This design comes from an exercise in tuning for small area and a short achievable clock period on the open sky130 flow, not from production work.
The RTL was checked by simulation tests, not by an equivalence proof against the original design.
Power and IR drop assume default switching activity.

==> flow/design.v (outline; a module is shown in full before it is edited, if it fits) <==
// module FP16_mcl: 1226 lines
module FP16_mcl(
    input [15:0] data1,
    input [15:0] data2,
    input rst,
    input input_valid,
    input clk,
    output reg [15:0] datanew,
    output reg output_update
    );
  // ...
==> flow/flow/run.sh <==
#!/bin/bash
# The standard layout, with the port buffers made from the smallest buffer cell.
bash standard.sh 'BUFFER_PORTS_ARGS=-buffer_cell sky130_fd_sc_hd__buf_1' finish > standard.log 2>&1
==> flow/standard.sh <==
#!/bin/bash
# synth_recipe.tcl (not shown) runs the flow's synth.tcl, then flattens the netlist and writes it again
# the make line also repeats each setting of config.mk as NAME=value (left out here)
make -C /OpenROAD-flow-scripts/flow DESIGN_CONFIG=/design/flow/config.mk WORK_HOME=/design/flow/orfs CLKGATE_MAP_FILE= SYNTH_SCRIPT=/design/flow/synth_recipe.tcl "${@:-finish}"
==> flow/config.mk <==
export PLATFORM = sky130hd
export DESIGN_NAME = FP16_mcl
export DESIGN_NICKNAME = FP16_mcl
export VERILOG_FILES = /design/flow/design.v
export SDC_FILE = /design/flow/constraint.sdc
export NUM_CORES = 4
export LEC_CHECK = 0
export ABC_AREA = 1
export CAP_MARGIN = 20
export CORE_MARGIN = 2
export CORE_UTILIZATION = 60
export CTS_BUF_LIST = sky130_fd_sc_hd__clkbuf_8 sky130_fd_sc_hd__clkbuf_16
export CTS_CLUSTER_DIAMETER = 60
export CTS_CLUSTER_SIZE = 24
export SETUP_SLACK_MARGIN = 3.4
export SLEW_MARGIN = 20
==> flow/constraint.sdc <==
create_clock -name core_clock -period 5.5 [get_ports {clk}]
set_input_delay 1.1000 -clock core_clock [delete_from_list [all_inputs] [get_ports {clk}]]
set_output_delay 1.1000 -clock core_clock [all_outputs]
set_load 0.01 [all_outputs]
==> metrics.md, run 1 <==
| Metric | Value |
|---|---|
| Worst R2R Path Depth | `4` |
| Post-synth cell types | `39` |
| Vert. Die Dim | `122 um` |
| Mux cell area share after synthesis | `0%` |
| Chip width | `122 um` |
| Critical Path Source Type | `flop` |
| Sequential share of power | `37.9%` |
| WL met1 | `7.23 mm` |
| Die Footprint | `14900 sq um` |
| DP Area | `8680 sq um` |
| Drt pass-1 iters | `5` |
| Cell Chain, Critical Path | `buf_1` |
| # DRC | `0` |
| Final WL | `16.6 mm` |
| Largest register FFs | `16` |
| ANT cells | `0` |
| Sequential share of the synthesized area | `44.2%` |
| Setup TNS | `0 ps` |
| Hold depth | `0` |
| Cells after synthesis | `902` |
| CP required | `4400 ps` |
| Synth Area in Compound Gates | `8.06%` |
| CTS tree | `done` |
| Met2 usage | `40.5%` |
| Min-delay src | `es3_r2` |
| DP Wirelength | `12.6 mm` |
| Largest reg by FF count | `datanew` |
| Fraction of area in multi-input gates | `44.2%` |
| Commonest non-fill, non-tap cell in the layout | `dfxtp_1` |
| First-pass GRT wire length | `27.7 mm` |
| Buffers excl. clock | `54` |
| Initial core utilization | `60.8%` |
| Worst path bufs/invs | `1` |
| Crit path largest cell delay | `360 ps` |
| Max_cap viols | `0` |
| CP Depth | `1` |
| Inverter count | `129` |
| Top cell category | `multi-input combinational cells` |
| Worst slack, placed | `3130 ps` |
| Non-clock buffers, area share | `2.28%` |
| Status | `timing/DRC/antenna clean` |
| Placeable Area | `13700 sq um` |
| Kind of critical path | `reg -> out` |
==> run 2, diff against run 1 <==
--- a/flow/config.mk
+++ b/flow/config.mk
@@ -10,7 +10,6 @@
 export CORE_MARGIN = 2
 export CORE_UTILIZATION = 60
-export CTS_BUF_LIST = sky130_fd_sc_hd__clkbuf_8 sky130_fd_sc_hd__clkbuf_16
-export CTS_CLUSTER_DIAMETER = 60
-export CTS_CLUSTER_SIZE = 24
+export CTS_BUF_LIST = sky130_fd_sc_hd__clkbuf_4 sky130_fd_sc_hd__clkbuf_8
 export SETUP_SLACK_MARGIN = 3.4
 export SLEW_MARGIN = 20
+export TNS_END_PERCENT = 10
==> run 2 against run 1 <==
  * Still clean on timing, DRC and antenna
  * Via count decreased by 1.6%
  * Hold slack improved by 8.1 ps
  * Synthesized cell count stayed put
  * Routed wire length is 2.1% lower
  * Die area unchanged
  * Utilization down 1.5 points
  * First-iteration DRC count is 18% lower
  * Non-clock buffer count is 2 lower
  * Critical path type unchanged
  * Largest cell class unchanged
  * Largest power group unchanged
==> metrics.md, run 2 <==
| Metric | Value |
|---|---|
| Cell taking the most area after synthesis | `dfxtp_1 (unchanged)` |
| Max_slew headroom | `42.2% (was 41.9%)` |
| Slowest cell on crit path | `dfxtp_1 (unchanged)` |
| Total GRT Usage | `23.6% (was 24.0%)` |
| Hold depth | `0 (unchanged)` |
| Row count | `43 (unchanged)` |
| Top Registers | `datanew (16), vld (3) (unchanged)` |
| Cell Chain, Critical Path | `buf_1 (unchanged)` |
| Cells after synthesis | `902 (unchanged)` |
| Commonest non-fill, non-tap cell in the layout | `dfxtp_1 (unchanged)` |
| Most frequent cells in the layout | `dfxtp_1 (177), nand2_1 (169), inv_1 (117) (was dfxtp_1 (176), nand2_1 (169), inv_1 (117))` |
| DP Wirelength | `12.6 mm (unchanged)` |
| Fin Hold WS | `339 ps (was 331 ps)` |
| Tcrit/Tclk final | `38.3% (was 37.3%)` |
| Final WL | `16.3 mm (was 16.6 mm)` |
| P per Cell Area | `515 nW/um^2 (was 538 nW/um^2)` |
| Syn_nets | `1033 (unchanged)` |
| Placeable Area | `13700 sq um (unchanged)` |
| Worst Hold End | `es3_r3 (unchanged)` |
| Sequential share of power | `40.3% (was 37.9%)` |
| RSZ-0062 raised after global routing | `yes (unchanged)` |
| Port-buffer cells | `51 (unchanged)` |
| Max_cap viols | `0 (unchanged)` |
| Fill cells | `1161 (was 1121)` |
| Psw | `1.88 mW (was 1.92 mW)` |
| Clock sink total | `183 (unchanged)` |
| Worst-case clock buffer depth | `2 (unchanged)` |
| Post-synth top area share | `43.0% (unchanged)` |
| Number of global-route vias before repair | `5854 (was 5926)` |
| Final Wtd Congestion | `0.932 (unchanged)` |
| Clk pin slew, worst setup/hold paths | `110 ps (was 70 ps)` |
| Int Pwr | `2.84 mW (was 3.12 mW)` |
| Critical R2R Launch | `fs_1_15_16_r2 (unchanged)` |
| Setup TNS | `0 ps (unchanged)` |
| Largest family of logic cells by synthesized area | `adder cells (unchanged)` |
| CP required | `4400 ps (about the same)` |
| Vias | `5935 (was 6034)` |
| DRT iter0 DRCs | `373 (was 453)` |
| Worst path bufs/invs | `1 (unchanged)` |
| ANT nets after route | `0 (unchanged)` |
| Worst slew pin tran | `865 ps (was 871 ps)` |
| Count of final max-slew check failures | `0 (unchanged)` |
| Synthesized flop and latch total | `183 (unchanged)` |
| HP Class | `reg -> reg (unchanged)` |
| Switching share of power | `39.8% (was 38.1%)` |
| Final worst slack | `3390 ps (was 3450 ps)` |
| Largest reg by FF count | `datanew (unchanged)` |
| Initial core utilization | `60.8% (unchanged)` |
| Area contributors post-synth | `dfxtp_1 (43%), fa_1 (11%), nand2_1 (7.7%) (unchanged)` |
| Synth Area in Compound Gates | `8.06% (unchanged)` |
| Die Footprint | `14900 sq um (unchanged)` |
| Crit path largest cell delay | `380 ps (was 360 ps)` |
| Sequential share of the synthesized area | `44.2% (unchanged)` |
| Synthesized area | `8340 sq um (unchanged)` |
| Pin count of the biggest net entering global routing | `22 (unchanged)` |
| Most frequent cell after synthesis | `dfxtp_1 (unchanged)` |
| Crit-path leading delay family | `flip-flops (unchanged)` |
| Highest clock rate | `475 MHz (was 487 MHz)` |
| Min-delay src | `es3_r2 (unchanged)` |
| Yosys warns | `1 (unchanged)` |
| Chip width | `122 um (unchanged)` |
| Vert. Die Dim | `122 um (unchanged)` |
| DR WL/cell | `14.2 um (was 14.5 um)` |
| CTS hold repair buffers | `0 (unchanged)` |
| Commonest register cell after synthesis | `dfxtp_1 (unchanged)` |
| Most instantiated cells after synthesis | `dfxtp_1 (179), nand2_1 (172), inv_1 (117) (unchanged)` |
| Endpoints failing setup | `0 (unchanged)` |
| Worst slack, placed | `3130 ps (unchanged)` |
| Fin. Hold Viols | `0 (unchanged)` |
| Worst Path Max Fanout | `1 (unchanged)` |
| Leakage | `4.43 nW (was 4.53 nW)` |
| Clk root buf | `clkbuf_8 (was clkbuf_16)` |
| Clock skew | `18.8 ps (was 11.5 ps)` |
| CP Data Arrival Time | `1010 ps (was 950 ps)` |
| Area Overhead vs Synth | `9.93% (was 12.5%)` |
| Drt pass-1 iters | `6 (was 5)` |
| Post-CTS Repair Setup Buffers | `0 (unchanged)` |
| Kind of critical path | `reg -> out (unchanged)` |
| Status | `timing/DRC/antenna clean (unchanged)` |
| Grt ovf | `0 (unchanged)` |
| Asr flop ratio synth | `2.19% (unchanged)` |
| First-pass GRT wire length | `27.2 mm (was 27.7 mm)` |
| Critical Path Source Type | `flop (unchanged)` |
| Worst setup EP type | `output port (unchanged)` |
| Reg-to-reg setup timing slack | `3470 ps (was 3480 ps)` |
| Nets | `1087 (was 1089)` |
| Worst vdd ir | `0.284 mV (was 0.256 mV)` |
| Synth Area in XOR/XNOR | `7.35% (unchanged)` |
| Mean Syn Cell Area | `9.24 sq um (unchanged)` |
| Comb pwr share | `40.1% (was 37.8%)` |
| # DRC | `0 (unchanged)` |
| H-tree depth | `4 (unchanged)` |
| DR vias/cell | `5.16 (was 5.24)` |
| CTS tree | `done (unchanged)` |
| Worst R2R Path Depth | `4 (unchanged)` |
| Num CTS Buffers | `17 (unchanged)` |
| Worst-Skew Late Latency | `460 ps (was 430 ps)` |
| IO Count | `52 (unchanged)` |
| Post-synth EDFFs | `0 (unchanged)` |
| Simple logic cell fraction of the synthesized area | `15.2% (unchanged)` |
| Share of layout cells above drive strength 1 | `6.50% (was 6.90%)` |
| Clock power share | `19.6% (was 24.3%)` |
| Reg2reg end | `up15_r3 (unchanged)` |
| Post-synth cell types | `39 (unchanged)` |
| Initial antenna violation count | `1 (was 0)` |
| Tmin final | `2110 ps (was 2050 ps)` |
| Mux cell area share after synthesis | `0% (unchanged)` |
| Largest register FFs | `16 (unchanged)` |
| Adder and majority gate portion of the synthesized area | `18.5% (unchanged)` |
run 2: stage by stage:
stage | power (mW) | cells | utilization [%] | cell area, sq um
floorplan | 3.29 | 902 | - | 8340
global placement | 3.71 | 1117 | 63.3 | 8680
detailed placement | 3.78 | 1117 | 63.3 | 8680
CTS | 4.73 | 1149 | 66.4 | 9110
global route | 5.20 | 1149 | 66.8 | 9160
finish | 4.72 | 1150 | 66.8 | 9170
run 2: power groups by stage:
stage	registers [mW]	clock network (mW)	logic (mW)
after floorplan	1.90	0	1.39
after global placement	1.92	0	1.79
after detailed placement	1.93	0	1.85
after CTS	1.90	0.947	1.89
after global routing	1.95	1.01	2.25
final	1.90	0.925	1.89
run 2: how the worst max path moves through the flow:
stage                       from    endpoint  depth (start not counted)  slack (ps)
floorplan               data2[1]     z9_0_r1                          6        3470
global placement        data2[1]     z9_0_r1                          7        3270
detailed placement      data2[1]     z9_0_r1                          7        3130
CTS                   datanew[2]  datanew[2]                          1        3340
global route        fc_3_9_34_r3  datanew[3]                         15        3320
finish                datanew[2]  datanew[2]                          1        3390
run 2: per-layer routing:
metal,part of all wire [%],wire [um],up-vias,global-route usage [%]
met5,0,0,-,0
met4,2.7,448,0,10.9
met3,4.4,720,29,5.10
met2,49,8010,178,39.5
met1,44,7120,2735,29.1
li1,-,-,2993,-
run 2: layout make-up:
| class | instances | area [sq um] | area share (%) |
|---|---|---|---|
| well taps | 180 | 225 | 2.46 |
| diodes | 1 | 2.50 | 0.0273 |
| inverters | 129 | 484 | 5.28 |
| repair buffers | 52 | 199 | 2.17 |
| clock buffers | 17 | 234 | 2.55 |
| clock inverters | 15 | 189 | 2.06 |
| flip-flops and latches | 183 | 3690 | 40.2 |
| multi-input cells | 573 | 4140 | 45.2 |
run 2: worst reg2reg max path, stage by stage (launching register included):
cell	delay (ps)
dfxtp_1	330
fa_1	560
fa_1	430
ha_1	310
ha_1	290
run 2: cells by family after synthesis:
family	Yosys count
AND/OR/NAND/NOR	293
flip-flops	183
buffers and inverters	146
AO/OA/AOI/OAI	114
adder cells (fa/ha/maj)	96
XOR/XNOR	70
run 2: what timing repair did:
item / 4_1_cts / 5_1_grt
gates resized for setup: 1 / 14
endpoints found under the hold margin: 0 / 0
cloned: 0 / 0
pin swaps: 0 / 1
setup endpoints to repair: 12 / 22
==> run 3, diff against run 2 <==
--- a/flow/config.mk
+++ b/flow/config.mk
@@ -11,5 +11,4 @@
 export CORE_UTILIZATION = 60
 export CTS_BUF_LIST = sky130_fd_sc_hd__clkbuf_4 sky130_fd_sc_hd__clkbuf_8
-export SETUP_SLACK_MARGIN = 3.4
+export SETUP_SLACK_MARGIN = 3.45
 export SLEW_MARGIN = 20
-export TNS_END_PERCENT = 10
==> run 3 against run 2 <==
  * Still clean on timing, DRC and antenna
  * Non-clock buffer count grew 4
  * Sequential share of layout area shrank 0.51 points
  * Via count grew 0.34%
  * Sequential cell count is the same
  * Power grew 2.8%
  * Utilization grew 1.1 points
  * Synthesized cell count is the same
  * Clock skew grew 1.1 ps
  * Register-to-register slack is essentially flat
  * Critical path type unchanged
  * Largest cell class unchanged
==> metrics.md, run 3 <==
| Metric | Value |
|---|---|
| Area Overhead vs Synth | `11.8% (was 9.93%)` |
| Yosys warns | `1 (unchanged)` |
| Cells after synthesis | `902 (unchanged)` |
| RSZ-0062 raised after global routing | `yes (unchanged)` |
| ANT nets after route | `0 (unchanged)` |
| Die Footprint | `14900 sq um (unchanged)` |
| Fin. Hold Viols | `0 (unchanged)` |
| Row count | `43 (unchanged)` |
| CP Data Arrival Time | `940 ps (was 1010 ps)` |
| Max_slew headroom | `41.7% (was 42.2%)` |
| Sequential share of the synthesized area | `44.2% (unchanged)` |
| DR vias/cell | `5.16 (about the same)` |
| Post-synth cell types | `39 (unchanged)` |
| Drt pass-1 iters | `6 (unchanged)` |
| Synthesized area | `8340 sq um (unchanged)` |
| Largest reg by FF count | `datanew (unchanged)` |
| Cell Chain, Critical Path | `clkbuf_2 (was buf_1)` |
| Final WL | `16.3 mm (about the same)` |
| Largest register FFs | `16 (unchanged)` |
| Port-buffer cells | `51 (unchanged)` |
| Post-synth EDFFs | `0 (unchanged)` |
| Slowest cell on crit path | `dfrtp_1 (was dfxtp_1)` |
| Num CTS Buffers | `17 (unchanged)` |
| Total GRT Usage | `23.6% (about the same)` |
| # DRC | `0 (unchanged)` |
| Worst Path Max Fanout | `1 (unchanged)` |
| P per Cell Area | `520 nW/um^2 (was 515 nW/um^2)` |
| Nets | `1091 (was 1087)` |
| Total power | `4.85 mW (was 4.72 mW)` |
| Top Registers | `datanew (16), vld (3) (unchanged)` |
| Worst-Skew Late Latency | `460 ps (about the same)` |
| CP required | `4400 ps (about the same)` |
| Synthesized flop and latch total | `183 (unchanged)` |
| Highest clock rate | `491 MHz (was 475 MHz)` |
| Cell taking the most area after synthesis | `dfxtp_1 (unchanged)` |
| Placeable Area | `13700 sq um (unchanged)` |
| Leakage | `4.53 nW (was 4.43 nW)` |
| Vert. Die Dim | `122 um (unchanged)` |
| H-tree depth | `4 (unchanged)` |
| Number of global-route vias before repair | `5867 (was 5854)` |
| Crit path largest cell delay | `370 ps (was 380 ps)` |
| Worst vdd ir | `0.284 mV (about the same)` |
| IO Count | `52 (unchanged)` |
| Syn_nets | `1033 (unchanged)` |
| Share of layout cells above drive strength 1 | `11.2% (was 6.50%)` |
| Clock skew | `19.9 ps (was 18.8 ps)` |
| Commonest register cell after synthesis | `dfxtp_1 (unchanged)` |
| DRT iter0 DRCs | `422 (was 373)` |
| Pin count of the biggest net entering global routing | `22 (unchanged)` |
| Initial core utilization | `60.8% (unchanged)` |
| Worst slew pin tran | `873 ps (was 865 ps)` |
| Initial antenna violation count | `1 (unchanged)` |
| CTS tree | `done (unchanged)` |
| Setup TNS | `0 ps (unchanged)` |
| Asr flop ratio synth | `2.19% (unchanged)` |
| Grt ovf | `0 (unchanged)` |
| Most instantiated cells after synthesis | `dfxtp_1 (179), nand2_1 (172), inv_1 (117) (unchanged)` |
| Area contributors post-synth | `dfxtp_1 (43%), fa_1 (11%), nand2_1 (7.7%) (unchanged)` |
| DP Wirelength | `12.6 mm (unchanged)` |
| Worst-case clock buffer depth | `2 (unchanged)` |
| Crit-path leading delay family | `flip-flops (unchanged)` |
| Kind of critical path | `reg -> out (unchanged)` |
| Count of final max-slew check failures | `0 (unchanged)` |
| Clock sink total | `183 (unchanged)` |
| Worst setup EP type | `output port (unchanged)` |
| DR WL/cell | `14.2 um (about the same)` |
| Most frequent cell after synthesis | `dfxtp_1 (unchanged)` |
| Chip width | `122 um (unchanged)` |
| Clk root buf | `clkbuf_8 (unchanged)` |
| Clk pin slew, worst setup/hold paths | `110 ps (about the same)` |
| Commonest non-fill, non-tap cell in the layout | `dfxtp_1 (unchanged)` |
| HP Class | `reg -> reg (unchanged)` |
| Post-synth top area share | `43.0% (unchanged)` |
| Mean Syn Cell Area | `9.24 sq um (unchanged)` |
| Final Wtd Congestion | `0.932 (unchanged)` |
| Endpoints failing setup | `0 (unchanged)` |
| Tcrit/Tclk final | `37.0% (was 38.3%)` |
| Worst path bufs/invs | `1 (unchanged)` |
| Max_cap viols | `0 (unchanged)` |
| First-pass GRT wire length | `27.2 mm (about the same)` |
| Most frequent cells in the layout | `dfxtp_1 (165), nand2_1 (164), inv_1 (115) (was dfxtp_1 (177), nand2_1 (169), inv_1 (117))` |
| Tmin final | `2040 ps (was 2110 ps)` |
| Status | `timing/DRC/antenna clean (unchanged)` |
| Vias | `5955 (was 5935)` |
| Critical Path Source Type | `flop (unchanged)` |
## run 3: cell count changes in the layout (fill, tap and decap cells not counted), sizes merged
cell and delta:
clkbuf +1, buf +3
## run 3: repair_timing
| action | CTS | global route |
|---|---|---|
| resized for setup | 19 | 50 |
| buffers inserted | 0 | 4 |
| cloned | 0 | 0 |
| pin swaps | 1 | 25 |
| setup endpoints to repair | 30 | 32 |
| hold buffers | 0 | 0 |
## run 3: area by class of cell
| class | count | area [sq um] |
|---|---|---|
| fill | 1145 | 4400 |
| sequential | 183 | 3700 |
| inverter | 129 | 484 |
| clock buffer | 17 | 234 |
| timing repair buffer | 56 | 288 |
| tap | 180 | 225 |
| clock inverter | 15 | 189 |
| antenna | 1 | 2.50 |
| multi-input combinational | 573 | 4200 |
## run 3: kinds of logic (layout without fill, tap and decap cells)
kind of cell / after synthesis / after routing / synth area share (%)
other cells: 0 / 1 / 0
fa+ha+maj: 96 / 96 / 18.5
compound gates: 114 / 114 / 8.06
flops: 183 / 183 / 44.2
xor+xnor: 70 / 70 / 7.35
buf+inv: 146 / 217 / 6.75
simple gates: 293 / 293 / 15.2
## run 3: through the flow
step / worst slack (ps) / util [%] / cell area [sq um] / hold slack (ps) / cells
final: 3460 / 67.9 / 9320 / 338 / 1154
after floorplan: 3470 / - / 8340 / 310 / 902
after global placement: 3270 / 63.3 / 8680 / 314 / 1117
after detailed placement: 3130 / 63.3 / 8680 / 312 / 1117
after CTS: 3410 / 66.6 / 9140 / 337 / 1149
after global routing: 3360 / 67.9 / 9320 / 344 / 1153
## run 3: final timing paths
| kind | slack (ps) | cells past startpoint | from | to |
|---|---|---|---|---|
| max | 3460 | 1 | output_update | output_update |
| min | 340 | 0 | es3_r2 | es3_r3 |
| max reg2reg | 3480 | 4 | fc_1_12_10_r2 | up13_r3 |
| min reg2reg | 340 | 0 | es3_r2 | es3_r3 |
| max in group asynchronous | 4880 | 2 | rst | vld[2] |
| min in group asynchronous | 470 | 2 | rst | vld[1] |
## run 3: where the power goes
group	internal, mW	total (mW)	leakage (nW)	switching (mW)
Sequential	1.71	1.92	1.55	0.210
Clock	0.388	0.922	0.202	0.535
Combinational	0.840	2.01	2.78	1.17
Total	2.94	4.85	4.53	1.91
## run 3: metal layers
metal	GRT usage (%)	part of all wire, %	vias to the layer above
met5	0	0	-
met4	10.9	3.0	0
met3	5.10	4.4	36
met2	39.6	49	173
met1	29.1	44	2748
li1	-	-	2998
==> run 4, diff against run 3 <==
--- a/flow/config.mk
+++ b/flow/config.mk
@@ -6,9 +6,9 @@
 export NUM_CORES = 4
 export LEC_CHECK = 0
-export ABC_AREA = 1
+export ABC_AREA = 0
 export CAP_MARGIN = 20
 export CORE_MARGIN = 2
 export CORE_UTILIZATION = 60
 export CTS_BUF_LIST = sky130_fd_sc_hd__clkbuf_4 sky130_fd_sc_hd__clkbuf_8
-export SETUP_SLACK_MARGIN = 3.45
+export SETUP_SLACK_MARGIN = 3.4
 export SLEW_MARGIN = 20
==> run 4 against run 3 <==
  * Sequential share of layout area is 0.36 points lower
  * Cell area is 0.64% higher
  * Hold slack worse by 6.1 ps
  * Still clean on timing, DRC and antenna
  * Sequential cell count stayed put
  * Clock power is 4.9% lower
  * Largest cell class unchanged
  * Utilization is 0.17 points higher
  * Count of clock-buffer cells in the layout is 3 higher
  * Combinational power is about 10% higher
==> metrics.md, run 4 <==
| Metric | Value |
|---|---|
| Worst slew pin tran | `913 ps (was 873 ps)` |
| Clk pin slew, worst setup/hold paths | `90 ps (was 110 ps)` |
| Die Footprint | `14900 sq um (about the same)` |
| Max_slew headroom | `39.0% (was 41.7%)` |
| Number of global-route vias before repair | `5699 (was 5867)` |
| Sequential share of the synthesized area | `44.0% (was 44.2%)` |
| Post-synth top area share | `42.8% (was 43.0%)` |
| DRT iter0 DRCs | `334 (was 422)` |
| Top Registers | `datanew (16), vld (3) (unchanged)` |
| H-tree depth | `4 (unchanged)` |
| Clock skew | `10.3 ps (was 19.9 ps)` |
| # DRC | `0 (unchanged)` |
| Synthesized area | `8370 sq um (was 8340 sq um)` |
| Placeable Area | `13800 sq um (was 13700 sq um)` |
| Final WL | `16.3 mm (about the same)` |
| Switching share of power | `36.9% (was 39.5%)` |
| Final worst slack | `3170 ps (was 3460 ps)` |
| First-pass GRT wire length | `27.4 mm (was 27.2 mm)` |
| Endpoints failing setup | `0 (unchanged)` |
| Initial antenna violation count | `0 (was 1)` |
| Fin. Hold Viols | `0 (unchanged)` |
| Cells after synthesis | `763 (was 902)` |
| Area contributors post-synth | `dfxtp_1 (43%), fa_1 (11%), ha_1 (7.6%) (was dfxtp_1 (43%), fa_1 (11%), nand2_1 (7.7%))` |
| Tmin final | `2330 ps (was 2040 ps)` |
| P per Cell Area | `545 nW/um^2 (was 520 nW/um^2)` |
| ANT nets after route | `0 (unchanged)` |
| Synthesized flop and latch total | `183 (unchanged)` |
| Max_cap viols | `0 (unchanged)` |
| Leakage | `3.93 nW (was 4.53 nW)` |
| Post-synth EDFFs | `0 (unchanged)` |
| Vias | `5553 (was 5955)` |
| Min-delay src | `fs_1_2_0_r2 (was es3_r2)` |
| Count of final max-slew check failures | `0 (unchanged)` |
| Worst Hold End | `fs_1_2_0_r3 (was es3_r3)` |
| ANT cells | `0 (was 1)` |
| Share of layout cells above drive strength 1 | `12.4% (was 11.2%)` |
| Total GRT Usage | `23.7% (was 23.6%)` |
| Area Overhead vs Synth | `12.0% (was 11.8%)` |
| Pin count of the biggest net entering global routing | `17 (was 22)` |
| Worst-Skew Late Latency | `450 ps (was 460 ps)` |
| DR WL/cell | `16.3 um (was 14.2 um)` |
| DP Wirelength | `11.7 mm (was 12.6 mm)` |
| Tcrit/Tclk final | `42.3% (was 37.0%)` |
| CTS hold repair buffers | `0 (unchanged)` |
| Psw | `1.88 mW (was 1.91 mW)` |
| Highest clock rate | `430 MHz (was 491 MHz)` |
| Syn_nets | `894 (was 1033)` |
| CTS tree | `done (unchanged)` |
| DR vias/cell | `5.55 (was 5.16)` |
| Status | `timing/DRC/antenna clean (unchanged)` |
| Yosys warns | `1 (unchanged)` |
| Worst-case clock buffer depth | `2 (unchanged)` |
| Chip width | `122 um (about the same)` |
| Cell taking the most area after synthesis | `dfxtp_1 (unchanged)` |
| Kind of critical path | `reg -> reg (was reg -> out)` |
| Port-buffer cells | `51 (unchanged)` |
| Largest register FFs | `16 (unchanged)` |
| Nets | `938 (was 1091)` |
| CP required | `5870 ps (was 4400 ps)` |
| Worst Path Max Fanout | `5 (was 1)` |
| Sequential share of power | `39.5% (was 39.6%)` |
| Final Wtd Congestion | `0.881 (was 0.932)` |
| RSZ-0062 raised after global routing | `yes (unchanged)` |
| Asr flop ratio synth | `2.19% (unchanged)` |
| HP Class | `reg -> reg (unchanged)` |
| Setup TNS | `0 ps (unchanged)` |
| Drt pass-1 iters | `5 (was 6)` |
| Clk root buf | `clkbuf_8 (unchanged)` |
| Clock power share | `17.2% (was 19.0%)` |
| Commonest register cell after synthesis | `dfxtp_1 (unchanged)` |
| Int Pwr | `3.22 mW (was 2.94 mW)` |
| Mean Syn Cell Area | `11.0 sq um (was 9.24 sq um)` |
| Critical R2R Launch | `g6_r3 (was fc_1_12_10_r2)` |
| Most instantiated cells after synthesis | `dfxtp_1 (179), xnor2_1 (64), inv_1 (61) (was dfxtp_1 (179), nand2_1 (172), inv_1 (117))` |
| Worst setup EP type | `flop (was output port)` |
| Vert. Die Dim | `122 um (about the same)` |
| Clock sink total | `183 (unchanged)` |
| Reg2reg end | `datanew[2] (was up13_r3)` |
| Comb pwr share | `43.4% (was 41.4%)` |
| Commonest non-fill, non-tap cell in the layout | `dfxtp_1 (unchanged)` |
| Critical Path Source Type | `flop (unchanged)` |
| Largest reg by FF count | `datanew (unchanged)` |
| IO Count | `52 (unchanged)` |
| CP Data Arrival Time | `2700 ps (was 940 ps)` |
| Row count | `43 (unchanged)` |
| Worst slack, placed | `2810 ps (was 3130 ps)` |
| Num CTS Buffers | `17 (unchanged)` |
| Most frequent cells in the layout | `dfxtp_1 (173), xnor2_1 (64), inv_1 (60) (was dfxtp_1 (165), nand2_1 (164), inv_1 (115))` |
| Worst R2R Path Depth | `10 (was 4)` |
| Most frequent cell after synthesis | `dfxtp_1 (unchanged)` |
| Hold depth | `0 (unchanged)` |
| Initial core utilization | `60.8% (about the same)` |
| Worst vdd ir | `0.194 mV (was 0.284 mV)` |
| Grt ovf | `0 (unchanged)` |
| Reg-to-reg setup timing slack | `3170 ps (was 3480 ps)` |
| Post-synth cell types | `64 (was 39)` |
-- run 4: cell count changes in the layout (fill, tap and decap cells not counted), moves of 14 or more --
| cell | change |
|---|---|
| nand2_1 | -147 |
| o22ai_1 | -45 |
| inv_1 | -55 |
| xor2_1 | -46 |
| nand3_1 | -42 |
| buf_1 | +14 |
| a22oi_1 | +46 |
| xnor2_1 | +60 |
-- run 4: power groups by stage --
stage          clock (mW)  sequential [mW]  combinational (mW)
3_3_place_gp            0             2.01                1.81
5_1_grt             0.963             2.06                2.53
2_1_floorplan           0             1.91                1.54
4_1_cts             0.899             2.01                2.17
3_5_place_dp            0             2.03                1.84
6_report            0.877             2.02                2.22
-- run 4: critical path: stages, from the launching register on --
cell and delay [ps]:
dfxtp_2 330, a21o_1 200, o2bb2ai_2 130, or4_4 470, a31oi_4 270, nor3_1 100
ha_1 200, nor2_1 110, xnor2_1 140, o21ai_0 90, mux2i_1 200
-- run 4: worst max-delay path by stage --
stage                        endpoint  startpoint  cells past startpoint
after floorplan           datanew[11]       p7_r3                     11
after global placement     datanew[9]       p7_r3                      8
after detailed placement   datanew[9]       p7_r3                      8
after CTS                  datanew[3]       g6_r3                     10
after global routing       datanew[2]       g6_r3                     10
final                      datanew[2]       g6_r3                     10
-- run 4: layout make-up --
cell class                      instances  area, sq um
Sequential cell                       183         3690
Inverter                               61          229
Tap cell                              180          225
Clock inverter                         12          129
Timing Repair Buffer                   66          355
Multi-Input combinational cell        478         4490
Clock buffer                           20          263
Fill cell                            1085         4390
-- run 4: what timing repair did --
| item | 4_1_cts | 5_1_grt |
|---|---|---|
| gates resized for setup | 32 | 20 |
| setup buffers | 14 | 0 |
| pin swaps | 9 | 7 |
| gates cloned | 1 | 0 |
| endpoints found under the setup margin | 16 | 20 |
-- run 4: kinds of logic (layout without fill, tap and decap cells) --
family | count (synthesis) | in the layout | synth area share (%)
compound gates | 154 | 154 | 12.9
xor+xnor | 84 | 84 | 8.79
fa+ha+maj | 97 | 97 | 18.5
buf+inv | 102 | 159 | 5.04
flops | 183 | 183 | 44.0
mux | 22 | 22 | 3.05
simple gates | 121 | 121 | 7.71
-- run 4: per-layer routing --
layer	share of wire (%)	up-vias	track usage [%]
met2	48	172	39.0
met4	1.8	0	8.98
met1	46	2649	30.6
met3	4.5	31	5.20
met5	0	-	0
li1	-	2701	-
-- run 4: through the flow --
step	instance area (sq um)	power, mW	cells	util [%]	hold WS [ps]
after floorplan	8400	3.45	763	-	310
after global placement	8610	3.82	953	62.5	311
after detailed placement	8610	3.87	953	62.5	312
after CTS	9320	5.07	1000	67.7	332
after global routing	9380	5.55	1000	68.1	336
final	9380	5.11	1000	68.1	332
==> run 5, diff against run 4 <==
--- a/flow/config.mk
+++ b/flow/config.mk
@@ -6,5 +6,5 @@
 export NUM_CORES = 4
 export LEC_CHECK = 0
-export ABC_AREA = 0
+export ABC_AREA = 1
 export CAP_MARGIN = 20
 export CORE_MARGIN = 2
==> run 5 against run 4 <==
  * Clock skew increased by 9.9 ps
  * Sequential power decreased by 6%
  * Count of clock-buffer cells in the layout decreased by 3
  * Synthesized area decreased by 0.42%
  * Cell area decreased by 1.9%
  * Critical path depth decreased by 9
  * Synthesized cell count increased by 18%
  * Non-clock buffer count decreased by 12
  * Highest routed layer unchanged
==> metrics.md, run 5 <==
| Metric | Value |
|---|---|
| CP Data Arrival Time | `940 ps (was 2700 ps)` |
| Initial core utilization | `60.8% (about the same)` |
| Crit-path leading delay family | `flip-flops (was compound AO/OA/AOI/OAI gates)` |
| Hold depth | `0 (unchanged)` |
| Clock skew | `20.2 ps (was 10.3 ps)` |
| Final Wtd Congestion | `0.932 (was 0.881)` |
| Sequential share of the synthesized area | `44.2% (was 44.0%)` |
| Commonest register cell after synthesis | `dfxtp_1 (unchanged)` |
| Top Registers | `datanew (16), vld (3) (unchanged)` |
| Drt pass-1 iters | `5 (unchanged)` |
| DP Wirelength | `12.6 mm (was 11.7 mm)` |
| Row count | `43 (unchanged)` |
| Tmin final | `2040 ps (was 2330 ps)` |
| Largest reg by FF count | `datanew (unchanged)` |
| Post-synth top area share | `43.0% (was 42.8%)` |
| H-tree depth | `4 (unchanged)` |
| Commonest non-fill, non-tap cell in the layout | `dfxtp_1 (unchanged)` |
| Critical Path Source Type | `flop (unchanged)` |
| Max_slew headroom | `43.2% (was 39.0%)` |
| Most frequent cell after synthesis | `dfxtp_1 (unchanged)` |
| Crit path from | `datanew[2] (was g6_r3)` |
| Area contributors post-synth | `dfxtp_1 (43%), fa_1 (11%), nand2_1 (7.7%) (was dfxtp_1 (43%), fa_1 (11%), ha_1 (7.6%))` |
| Post-synth cell types | `39 (was 64)` |
| CP required | `4400 ps (was 5870 ps)` |
| Synthesized flop and latch total | `183 (unchanged)` |
| Min-delay src | `es3_r2 (was fs_1_2_0_r2)` |
| Worst vdd ir | `0.284 mV (was 0.194 mV)` |
| Util after Layout | `67.1% (was 68.1%)` |
| Fill cells | `1155 (was 1085)` |
| Vert. Die Dim | `122 um (about the same)` |
| Cell taking the most area after synthesis | `dfxtp_1 (unchanged)` |
| Count of final max-slew check failures | `0 (unchanged)` |
| Post-synth EDFFs | `0 (unchanged)` |
| Clk root buf | `clkbuf_8 (unchanged)` |
| Share of layout cells above drive strength 1 | `7.72% (was 12.4%)` |
| Fin. Hold Viols | `0 (unchanged)` |
| Cell Chain, Critical Path | `buf_2 (was a21o_1 > o2bb2ai_2 > or4_4 > a31oi_4 > nor3_1 > ha_1 > nor2_1 > xnor2_1 > o21ai_0 > mux2i_1)` |
| Area Overhead vs Synth | `10.4% (was 12.0%)` |
| HP Class | `reg -> reg (unchanged)` |
| Leakage | `4.47 nW (was 3.93 nW)` |
| First-pass GRT wire length | `27.2 mm (was 27.4 mm)` |
| Highest clock rate | `490 MHz (was 430 MHz)` |
| Kind of critical path | `reg -> out (was reg -> reg)` |
| Reg2reg end | `up15_r3 (was datanew[2])` |
| Nets | `1089 (was 938)` |
| RSZ-0062 raised after global routing | `yes (unchanged)` |
| # DRC | `0 (unchanged)` |
| IO Count | `52 (unchanged)` |
| DR WL/cell | `14.2 um (was 16.3 um)` |
| Die Footprint | `14900 sq um (about the same)` |
| Worst-case clock buffer depth | `2 (unchanged)` |
| Largest register FFs | `16 (unchanged)` |
| Reg-to-reg setup timing slack | `3470 ps (was 3170 ps)` |
| Slowest cell on crit path | `dfxtp_2 (was or4_4)` |
| Number of global-route vias before repair | `5867 (was 5699)` |
| Placed cell count | `1117 (was 953)` |
| Status | `timing/DRC/antenna clean (unchanged)` |
| Grt ovf | `0 (unchanged)` |
| CTS tree | `done (unchanged)` |
| Footprint of the multi-input gates | `4160 sq um (was 4490 sq um)` |
| Syn_nets | `1033 (was 894)` |
| FF/Latch Area | `3690 sq um (about the same)` |
| Cells after synthesis | `902 (was 763)` |
| Worst path bufs/invs | `1 (was 0)` |
| Mean Syn Cell Area | `9.24 sq um (was 11.0 sq um)` |
| P per Cell Area | `517 nW/um^2 (was 545 nW/um^2)` |
| Tcrit/Tclk final | `37.1% (was 42.3%)` |
| Vias | `5929 (was 5553)` |
| Asr flop ratio synth | `2.19% (unchanged)` |
| Total power | `4.76 mW (was 5.11 mW)` |
| Placeable Area | `13700 sq um (was 13800 sq um)` |
| Pin count of the biggest net entering global routing | `22 (was 17)` |
| Non-Filler Instances | `1152 (was 1000)` |
| Worst Path Max Fanout | `1 (was 5)` |
| Final WL | `16.4 mm (was 16.3 mm)` |
| Worst R2R Path Depth | `4 (was 10)` |
| Worst setup EP type | `output port (was flop)` |
| Clk pin slew, worst setup/hold paths | `110 ps (was 90 ps)` |
| Most instantiated cells after synthesis | `dfxtp_1 (179), nand2_1 (172), inv_1 (117) (was dfxtp_1 (179), xnor2_1 (64), inv_1 (61))` |
| Clock sink total | `183 (unchanged)` |
| Most frequent cells in the layout | `dfxtp_1 (175), nand2_1 (168), inv_1 (117) (was dfxtp_1 (173), xnor2_1 (64), inv_1 (60))` |
| Worst Hold End | `es3_r3 (was fs_1_2_0_r3)` |
| DR vias/cell | `5.15 (was 5.55)` |
| Total GRT Usage | `23.6% (was 23.7%)` |
| DRT iter0 DRCs | `389 (was 334)` |
| Synthesized area | `8340 sq um (was 8370 sq um)` |
| Max_cap viols | `0 (unchanged)` |
| ANT nets after route | `0 (unchanged)` |
| Num CTS Buffers | `17 (unchanged)` |
| Critical R2R Launch | `fs_1_15_16_r2 (was g6_r3)` |
| Chip width | `122 um (about the same)` |
| Fin Hold WS | `339 ps (was 332 ps)` |
| Endpoints failing setup | `0 (unchanged)` |
| Crit path largest cell delay | `360 ps (was 470 ps)` |
| CTS hold repair buffers | `0 (unchanged)` |
| Worst slew pin tran | `851 ps (was 913 ps)` |
| Worst-Skew Late Latency | `460 ps (was 450 ps)` |
| Port-buffer cells | `51 (unchanged)` |
| Setup TNS | `0 ps (unchanged)` |
| Initial antenna violation count | `1 (was 0)` |
| Yosys warns | `1 (unchanged)` |
## run 5: worst max path at each step
stage,end,depth (start not counted)
after floorplan,z9_0_r1,6
after global placement,z9_0_r1,7
after detailed placement,z9_0_r1,7
after CTS,datanew[2],1
after global routing,datanew[3],15
final,datanew[2],1
## run 5: stage by stage
step,setup WS (ps),instance area [sq um]
after global placement,3270,8680
after CTS,3410,9120
final,3460,9210
after global routing,3310,9210
after floorplan,3470,8340
after detailed placement,3130,8680
## run 5: cells by family after synthesis
kind of cell / Yosys count / synth area share, %
simple gates: 293 / 15.2
flops: 183 / 44.2
xor+xnor: 70 / 7.35
compound gates: 114 / 8.06
buf+inv: 146 / 6.75
fa+ha+maj: 96 / 18.5
## run 5: layer usage
layer	share of wire, %	track usage [%]
met2	49	39.6
met4	3.0	10.9
met3	4.3	5.10
met1	44	29.1
met5	0	0
## run 5: power by group
group          internal, mW  switching, mW  total, mW
Sequential             1.70          0.202       1.90
Combinational         0.778           1.15       1.93
Clock                 0.388          0.539      0.926
## run 5: cell type report
| type | instances | share of cell area (%) |
|---|---|---|
| sequential | 183 | 40.1 |
| antenna | 1 | 0.0272 |
| inverter | 129 | 5.26 |
| timing repair buffer | 54 | 2.41 |
| tap | 180 | 2.45 |
| clock buffer | 17 | 2.54 |
| clock inverter | 15 | 2.05 |
| multi-input combinational | 573 | 45.2 |
## run 5: what timing repair did
action / in CTS / in global routing
endpoints found under the setup margin: 12 / 21
gates cloned: 0 / 0
resized for setup: 4 / 22
buffers inserted: 0 / 2
pin swaps: 0 / 4
==> run 6, diff against run 5 <==
--- a/flow/config.mk
+++ b/flow/config.mk
@@ -10,5 +10,6 @@
 export CORE_MARGIN = 2
 export CORE_UTILIZATION = 60
-export CTS_BUF_LIST = sky130_fd_sc_hd__clkbuf_4 sky130_fd_sc_hd__clkbuf_8
+export CTS_BUF_LIST = sky130_fd_sc_hd__clkbuf_8
+export CTS_CLUSTER_SIZE = 24
 export SETUP_SLACK_MARGIN = 3.4
 export SLEW_MARGIN = 20
==> run 6 against run 5 <==
  * Largest power group unchanged
  * Worst setup slack did not move
  * Register-to-register slack barely moved
  * Synthesized cell count did not move
  * Still clean
  * Synthesized area did not move
  * Cell count did not move
  * Sequential share of layout area did not move
==> metrics.md, run 6 <==
| Metric | Value |
|---|---|
| Worst-case clock buffer depth | `2 (unchanged)` |
| Final Wtd Congestion | `0.932 (unchanged)` |
| Design area | `9210 sq um (unchanged)` |
| Endpoints failing setup | `0 (unchanged)` |
| CTS hold repair buffers | `0 (unchanged)` |
| Pin count of the biggest net entering global routing | `22 (unchanged)` |
| Worst setup EP type | `output port (unchanged)` |
| RSZ-0062 raised after global routing | `yes (unchanged)` |
| Setup TNS | `0 ps (unchanged)` |
| Kind of critical path | `reg -> out (unchanged)` |
| Non-Filler Instances | `1152 (unchanged)` |
| Commonest non-fill, non-tap cell in the layout | `dfxtp_1 (unchanged)` |
| Port-buffer cells | `51 (unchanged)` |
| Worst Path Max Fanout | `1 (unchanged)` |
| CP Data Arrival Time | `940 ps (about the same)` |
| Worst slew pin tran | `851 ps (unchanged)` |
| Worst slack, placed | `3130 ps (unchanged)` |
| Num CTS Buffers | `17 (unchanged)` |
| Share of layout cells above drive strength 1 | `7.72% (unchanged)` |
| Min-delay src | `es3_r2 (unchanged)` |
| Chip width | `122 um (unchanged)` |
| CTS tree | `done (unchanged)` |
| HP Class | `reg -> reg (unchanged)` |
| Most instantiated cells after synthesis | `dfxtp_1 (179), nand2_1 (172), inv_1 (117) (unchanged)` |
| CP Depth | `1 (unchanged)` |
| Placeable Area | `13700 sq um (unchanged)` |
| Cell Chain, Critical Path | `buf_2 (unchanged)` |
| Yosys warns | `1 (unchanged)` |
| ANT nets after route | `0 (unchanged)` |
| Largest register FFs | `16 (unchanged)` |
| DRT iter0 DRCs | `389 (unchanged)` |
| Area Overhead vs Synth | `10.4% (unchanged)` |
| Worst Hold End | `es3_r3 (unchanged)` |
| Worst R2R Path Depth | `4 (unchanged)` |
| Initial antenna violation count | `1 (unchanged)` |
| DP Wirelength | `12.6 mm (unchanged)` |
| Worst vdd ir | `0.284 mV (unchanged)` |
| Commonest register cell after synthesis | `dfxtp_1 (unchanged)` |
| DP Area | `8680 sq um (unchanged)` |
| H-tree depth | `4 (unchanged)` |
| Crit path from | `datanew[2] (unchanged)` |
| Clock skew | `20.2 ps (unchanged)` |
| Critical Path Source Type | `flop (unchanged)` |
| Row count | `43 (unchanged)` |
| Die Footprint | `14900 sq um (unchanged)` |
| Clock sink total | `183 (unchanged)` |
| Nets | `1089 (unchanged)` |
| Vert. Die Dim | `122 um (unchanged)` |
| Initial core utilization | `60.8% (unchanged)` |
| Max_cap viols | `0 (unchanged)` |
| Tmin final | `2040 ps (unchanged)` |
| Comb pwr share | `40.5% (about the same)` |
| Hold depth | `0 (unchanged)` |
| Reg2reg end | `up15_r3 (unchanged)` |
| Final worst slack | `3460 ps (unchanged)` |
| Sequential share of power | `40.0% (about the same)` |
| Reg-to-reg setup timing slack | `3470 ps (about the same)` |
| Clk root buf | `clkbuf_8 (unchanged)` |
| Placed cell count | `1117 (unchanged)` |
| Leakage | `4.47 nW (unchanged)` |
| Synthesized flop and latch total | `183 (unchanged)` |
| Largest reg by FF count | `datanew (unchanged)` |
| Post-synth top area share | `43.0% (unchanged)` |
| Crit path largest cell delay | `360 ps (about the same)` |
| Top Registers | `datanew (16), vld (3) (unchanged)` |
| Psw | `1.89 mW (unchanged)` |
| Worst-Skew Late Latency | `460 ps (about the same)` |
| Final WL | `16.4 mm (unchanged)` |
| DR vias/cell | `5.15 (unchanged)` |
| Max_slew headroom | `43.2% (unchanged)` |
| Synthesized area | `8340 sq um (unchanged)` |
| P per Cell Area | `517 nW/um^2 (unchanged)` |
| Critical R2R Launch | `fs_1_15_16_r2 (unchanged)` |
| Number of global-route vias before repair | `5867 (unchanged)` |
| Status | `timing/DRC/antenna clean (unchanged)` |
| Cell taking the most area after synthesis | `dfxtp_1 (unchanged)` |
| Total GRT Usage | `23.6% (unchanged)` |
| Clk pin slew, worst setup/hold paths | `110 ps (about the same)` |
| Mean Syn Cell Area | `9.24 sq um (unchanged)` |
| Most frequent cells in the layout | `dfxtp_1 (175), nand2_1 (168), inv_1 (117) (unchanged)` |
| Cells after synthesis | `902 (unchanged)` |
| First-pass GRT wire length | `27.2 mm (unchanged)` |
| Post-synth cell types | `39 (unchanged)` |
| Worst path bufs/invs | `1 (unchanged)` |
| Crit-path leading delay family | `flip-flops (unchanged)` |
| Count of final max-slew check failures | `0 (unchanged)` |
| Sequential share of the synthesized area | `44.2% (unchanged)` |
| # DRC | `0 (unchanged)` |
| Asr flop ratio synth | `2.19% (unchanged)` |
| Area contributors post-synth | `dfxtp_1 (43%), fa_1 (11%), nand2_1 (7.7%) (unchanged)` |
| DR WL/cell | `14.2 um (unchanged)` |
| Grt ovf | `0 (unchanged)` |
| Clock power share | `19.5% (about the same)` |
| Slowest cell on crit path | `dfxtp_2 (unchanged)` |
| Post-synth EDFFs | `0 (unchanged)` |
| Most frequent cell after synthesis | `dfxtp_1 (unchanged)` |
| Vias | `5929 (unchanged)` |
| Switching share of power | `39.8% (unchanged)` |
| Syn_nets | `1033 (unchanged)` |
| Drt pass-1 iters | `5 (unchanged)` |
| Fin. Hold Viols | `0 (unchanged)` |
| Highest clock rate | `490 MHz (unchanged)` |
| IO Count | `52 (unchanged)` |
| Tcrit/Tclk final | `37.1% (unchanged)` |
| Int Pwr | `2.87 mW (unchanged)` |
| Fill cells | `1155 (unchanged)` |
| CP required | `4400 ps (about the same)` |
[run 6: cell counts after synthesis]
No cell type changed its count.
[run 6: logic make-up (layout without fill, tap and decap cells)]
family | after synthesis | after routing | share of synthesized area [%]
buffers and inverters | 146 | 215 | 6.75
adders and majority gates | 96 | 96 | 18.5
DFF | 183 | 183 | 44.2
AOI/OAI and AO/OA | 114 | 114 | 8.06
and+or+nand+nor | 293 | 293 | 15.2
other | 0 | 1 | 0
xor gates and xnor gates | 70 | 70 | 7.35
[run 6: stage by stage]
stage	util (%)	power, mW	hold slack (ps)
5_1_grt	67.1	5.25	344
3_5_place_dp	63.3	3.78	312
2_1_floorplan	-	3.29	310
4_1_cts	66.4	4.74	337
3_3_place_gp	63.3	3.71	314
6_report	67.1	4.76	339
[run 6: power by group through the flow]
stage	clock network, mW	logic [mW]	registers (mW)
after CTS	0.947	1.89	1.90
after detailed placement	0	1.85	1.93
after global placement	0	1.79	1.92
final	0.926	1.93	1.90
after floorplan	0	1.39	1.90
after global routing	1.01	2.29	1.95
[run 6: final cells by class]
type                            instances  area [sq um]  share of cell area (%)
Clock inverter                         15           189                    2.05
Multi-Input combinational cell        573          4160                    45.2
Clock buffer                           17           234                    2.54
Tap cell                              180           225                    2.45
Inverter                              129           484                    5.26
Antenna cell                            1          2.50                  0.0272
Sequential cell                       183          3690                    40.1
Timing Repair Buffer                   54           221                    2.41
[run 6: worst max path at each step]
stage | to
after global placement | z9_0_r1
after floorplan | z9_0_r1
final | datanew[2]
after detailed placement | z9_0_r1
after CTS | datanew[2]
after global routing | datanew[3]
[run 6: routing by layer]
| metal | GRT usage (%) | wire length, um |
|---|---|---|
| met5 | 0 | 0 |
| met4 | 10.9 | 498 |
| met3 | 5.10 | 710 |
| met2 | 39.6 | 7980 |
| met1 | 29.1 | 7170 |
[run 6: what timing repair did]
| action | in CTS | in global routing |
|---|---|---|
| setup buffers | 0 | 2 |
| hold endpoints to repair | 0 | 0 |
| pin swaps | 0 | 4 |
| setup endpoints to repair | 12 | 21 |
| gates resized for setup | 4 | 22 |

## what the ideal ports hide
The results above use ideal ports. As a check the final layouts listed here were re-extracted and re-timed, cells and wires unchanged. Step 1 sets driving cells, clkbuf_16 on the clock port and buf_2 on the other inputs (assumed; they add their load-dependent delay and slew). Step 2 also shifts input and output timing later by t, the mid clock arrival at the registers, as if the neighbouring blocks saw the same clock. Slacks: no drivers / after step 1 / after step 2; pairs: no drivers / after step 1.
run	t, ns	setup slack, ns	clock arrival spread, ns	worst slew at a driven data input, ns	cell pins on the clock port's net
run 1	0.464	3.446 / 3.405 / 3.069	0.012 / 0.012	0.03	1
run 2	0.490	3.394 / 3.356 / 3.083	0.020 / 0.019	0.04	1
run 3	0.486	3.463 / 3.425 / 3.078	0.020 / 0.020	0.04	1
run 4	0.482	3.173 / 3.173 / 3.089	0.011 / 0.011	0.03	1
run 5	0.489	3.458 / 3.421 / 3.084	0.021 / 0.021	0.04	1
run 6	0.489	3.458 / 3.421 / 3.084	0.021 / 0.021	0.04	1
After both steps setup and hold are still met in every run listed. For run 3, which loses most, drivers alone change the setup slack by -0.038 ns; drivers and shift together by -0.385 ns.
